From an optimization exercise on the open Yosys and OpenROAD flow, aimed at small area; shortcuts taken in it are not production practice.
Only simulation tests tie the RTL to the original design; equivalence was not proved.

==> run C <==
## synapse
module synapse #(
    parameter DW = 16, T_DW = 4
)(
    input wire clk,
    input wire rst,
    input wire en,
    input wire [DW - 1 : 0] weights_w,
    input wire write_enable,
    output reg [DW - 1 : 0] weights_r,
    input wire read_enable,
    input wire pre_spiking,
    output reg signed [DW - 1 : 0] spking_value,
    output reg post_en,
    input wire update_en,
    input wire signed [DW - 1 : 0] learning_rate
);
export LEC_CHECK = 0
export ABC_AREA = 1
export CAP_MARGIN = 0
export CORE_MARGIN = 2
export CORE_UTILIZATION = 65
export CTS_BUF_LIST = sky130_fd_sc_hd__clkbuf_16
export CTS_CLUSTER_DIAMETER = 80
export CTS_CLUSTER_SIZE = 30
export PLACE_DENSITY = 0.8
export SLEW_MARGIN = 0
create_clock -name core_clock -period 10.0 [get_ports {clk}]
standard.sh (not shown) runs the stock make flow with config.mk's settings and CLKGATE_MAP_FILE= SYNTH_SCRIPT=/design/flow/synth_recipe.tcl, a recipe that flattens the netlist after the stock synthesis.
==> flow/flow/run.sh <==
#!/bin/bash
# Own layout flow: the standard flow, with two extra steps after the
# standard synthesis, each kept only if ABC's cec finds the result
# equivalent to the standard netlist (registers as cut points):
#  1. polarity.py re-chooses the polarity of the full-adder cells (a full
#     adder is self-dual) and of some simple gates to drop inverters;
#  2. resyn.sh re-maps the logic between the adders and registers with an
#     area-oriented ABC script, twice (the second pass still finds savings).
# Each tool's output goes to a log file of its own in this folder.
set -euo pipefail
R=orfs/results/${FLOW_PLATFORM:-sky130hd}/synapse/base
TOP=${FLOW_TOP:-synapse}
bash standard.sh synth > std_synth.log 2>&1
cp $R/1_2_yosys.v synth_standard.v
cur=synth_standard.v
if python3 flow/polarity.py $cur synth_polarity.v > polarity.log 2>&1 \
   && bash flow/cec.sh synth_standard.v synth_polarity.v $TOP > cec_polarity.log 2>&1 \
   && grep -q "Networks are equivalent" cec_polarity.log; then
  cur=synth_polarity.v
fi
for pass in 1 2; do
  if bash flow/resyn.sh $cur synth_resyn$pass.v $TOP > resyn$pass.log 2>&1 \
     && bash flow/cec.sh synth_standard.v synth_resyn$pass.v $TOP > cec_resyn$pass.log 2>&1 \
     && grep -q "Networks are equivalent" cec_resyn$pass.log; then
    cur=synth_resyn$pass.v
  fi
done
echo "netlist used: $cur" > netlist_used.log
if [[ $cur != synth_standard.v ]]; then
  sleep 1
  cp $cur $R/1_2_yosys.v
fi
bash standard.sh > std_layout.log 2>&1
==> flow/flow/resyn.sh <==
#!/bin/bash
# resyn.sh IN.v OUT.v TOP: re-map the combinational logic of a mapped netlist
# with an area-oriented ABC script. Full adders, half adders, flip-flops and
# tie cells are kept as they are (so every register keeps its cell and name);
# the logic between them is read as the library's cell functions and mapped
# again onto the platform's cells, leaving out its don't-use cells.
set -euo pipefail
FH=${FLOW_HOME:-/OpenROAD-flow-scripts/flow}
L=$FH/platforms/sky130hd/lib/sky130_fd_sc_hd__tt_025C_1v80.lib
DU=$(sed -n '/^export DONT_USE_CELLS += /,/^#/p' $FH/platforms/sky130hd/config.mk \
     | grep -o "sky130_fd_sc_hd__[a-z0-9_]*" | sed 's/^/-dont_use /' | tr '\n' ' ')
printf 'set_driving_cell sky130_fd_sc_hd__buf_1\nset_load 5\n' > resyn_abc.constr
yosys -q -l resyn_yosys_$(basename $2 .v).log -p "
read_liberty -ignore_miss_func $L
setattr -mod -set keep_hierarchy 1 sky130_fd_sc_hd__fa_1 sky130_fd_sc_hd__ha_1 sky130_fd_sc_hd__dfxtp_1 sky130_fd_sc_hd__conb_1
read_verilog $1
hierarchy -top $3
flatten
opt_clean
abc -D 10000 -liberty $L $DU -constr resyn_abc.constr -script flow/resyn.abc
opt_clean -purge
select $3
write_verilog -noattr -selected $2
"
Other scripts of this flow, unchanged in this note and not shown: flow/flow/cec.sh, flow/flow/polarity.py, flow/flow/resyn.abc
==> run P: changes against run C <==
--- a/flow/flow/run.sh
+++ b/flow/flow/run.sh
@@ -7,3 +7,3 @@
 #  2. resyn.sh re-maps the logic between the adders and registers with an
-#     area-oriented ABC script, twice (the second pass still finds savings).
+#     area-oriented ABC script.
 # Each tool's output goes to a log file of its own in this folder.
@@ -20,9 +20,7 @@
 fi
-for pass in 1 2; do
-  if bash flow/resyn.sh $cur synth_resyn$pass.v $TOP > resyn$pass.log 2>&1 \
-     && bash flow/cec.sh synth_standard.v synth_resyn$pass.v $TOP > cec_resyn$pass.log 2>&1 \
-     && grep -q "Networks are equivalent" cec_resyn$pass.log; then
-    cur=synth_resyn$pass.v
-  fi
-done
+if bash flow/resyn.sh $cur synth_resyn.v $TOP > resyn.log 2>&1 \
+   && bash flow/cec.sh synth_standard.v synth_resyn.v $TOP > cec_resyn.log 2>&1 \
+   && grep -q "Networks are equivalent" cec_resyn.log; then
+  cur=synth_resyn.v
+fi
 echo "netlist used: $cur" > netlist_used.log
--- a/flow/flow/resyn.sh
+++ b/flow/flow/resyn.sh
@@ -12,3 +12,3 @@
 printf 'set_driving_cell sky130_fd_sc_hd__buf_1\nset_load 5\n' > resyn_abc.constr
-yosys -q -l resyn_yosys_$(basename $2 .v).log -p "
+yosys -q -l resyn_yosys.log -p "
 read_liberty -ignore_miss_func $L
CORE_UTILIZATION = 55   (was 65)
CTS_BUF_LIST = sky130_fd_sc_hd__clkbuf_8   (was sky130_fd_sc_hd__clkbuf_16)
CTS_CLUSTER_DIAMETER = 60   (was 80)
CTS_CLUSTER_SIZE = 16   (was 30)
PLACE_DENSITY = 0.7   (was 0.8)
==> comparison table <==
| quantity | run P | run C |
|---|---|---|
| Status | finished clean | finished clean |
| Via count of the first global-routing pass | 17500 | 17700 |
| Post-Syn Area | 0.0198 sq mm | 0.0196 sq mm |
| Met3 usage in global routing | 0.0379 | 0.0559 |
| Final Instance Area | 0.0222 sq mm | 0.0219 sq mm |
| Pin count of the biggest net entering global routing | 67 | 58 |
| Buffers & Inverters on Critical Path | 2 | 3 |
| Layout clock buffers | 26 | 15 |
| Die Height | 194 um | 178 um |
| Tap Cells | 461 | 390 |
| Synth Area per Inst | 8.83 sq um | 8.88 sq um |
| Mapped Nets | 2653 | 2622 |
| Crit path largest cell delay | 0.54 ns | 0.57 ns |
| Fin crit period | 9.59 ns | 9.55 ns |
| Terminating pin of the worst hold path | delay_for_mul2$_SDFFE_PP0P_ | weights_r[2]$_SDFFE_PP0P_ |
| Count of placed standard cells including taps | 2830 | 2730 |
| Met3 layer wire length in the routed design | 3.40 mm | 4.91 mm |
| Area growth, synth to finish | 12.1% | 11.5% |
| Combined global-route utilization of all metal layers | 0.313 | 0.387 |
| Initial standard-cell utilization of the core | 0.557 | 0.661 |

==> afterwards: timing with drivers on the ports <==
No port has a modelled driver above. Below, the same layouts with a new extraction and two added sets of constraints.
Step 1 assumes that a clkbuf_16 drives the clock port and a buf_2 every other input.
Step 2 also shifts input and output timing later by t, the mid clock arrival at the registers, as if the neighbouring blocks saw the same clock.
Slacks: ideal / step 1 / step 2; pairs: ideal / step 1.
run	t, ns	slack for setup (ns)	worst setup path at the end	latest minus earliest clock arrival (ns)	worst slew at a driven data input, ns
run C	0.555	0.451 / 0.451 / 0.451	register to register	0.045 / 0.045	0.06
run P	0.654	0.410 / 0.410 / 0.410	register to register	0.072 / 0.073	0.06
After both steps every run listed still meets setup and hold.
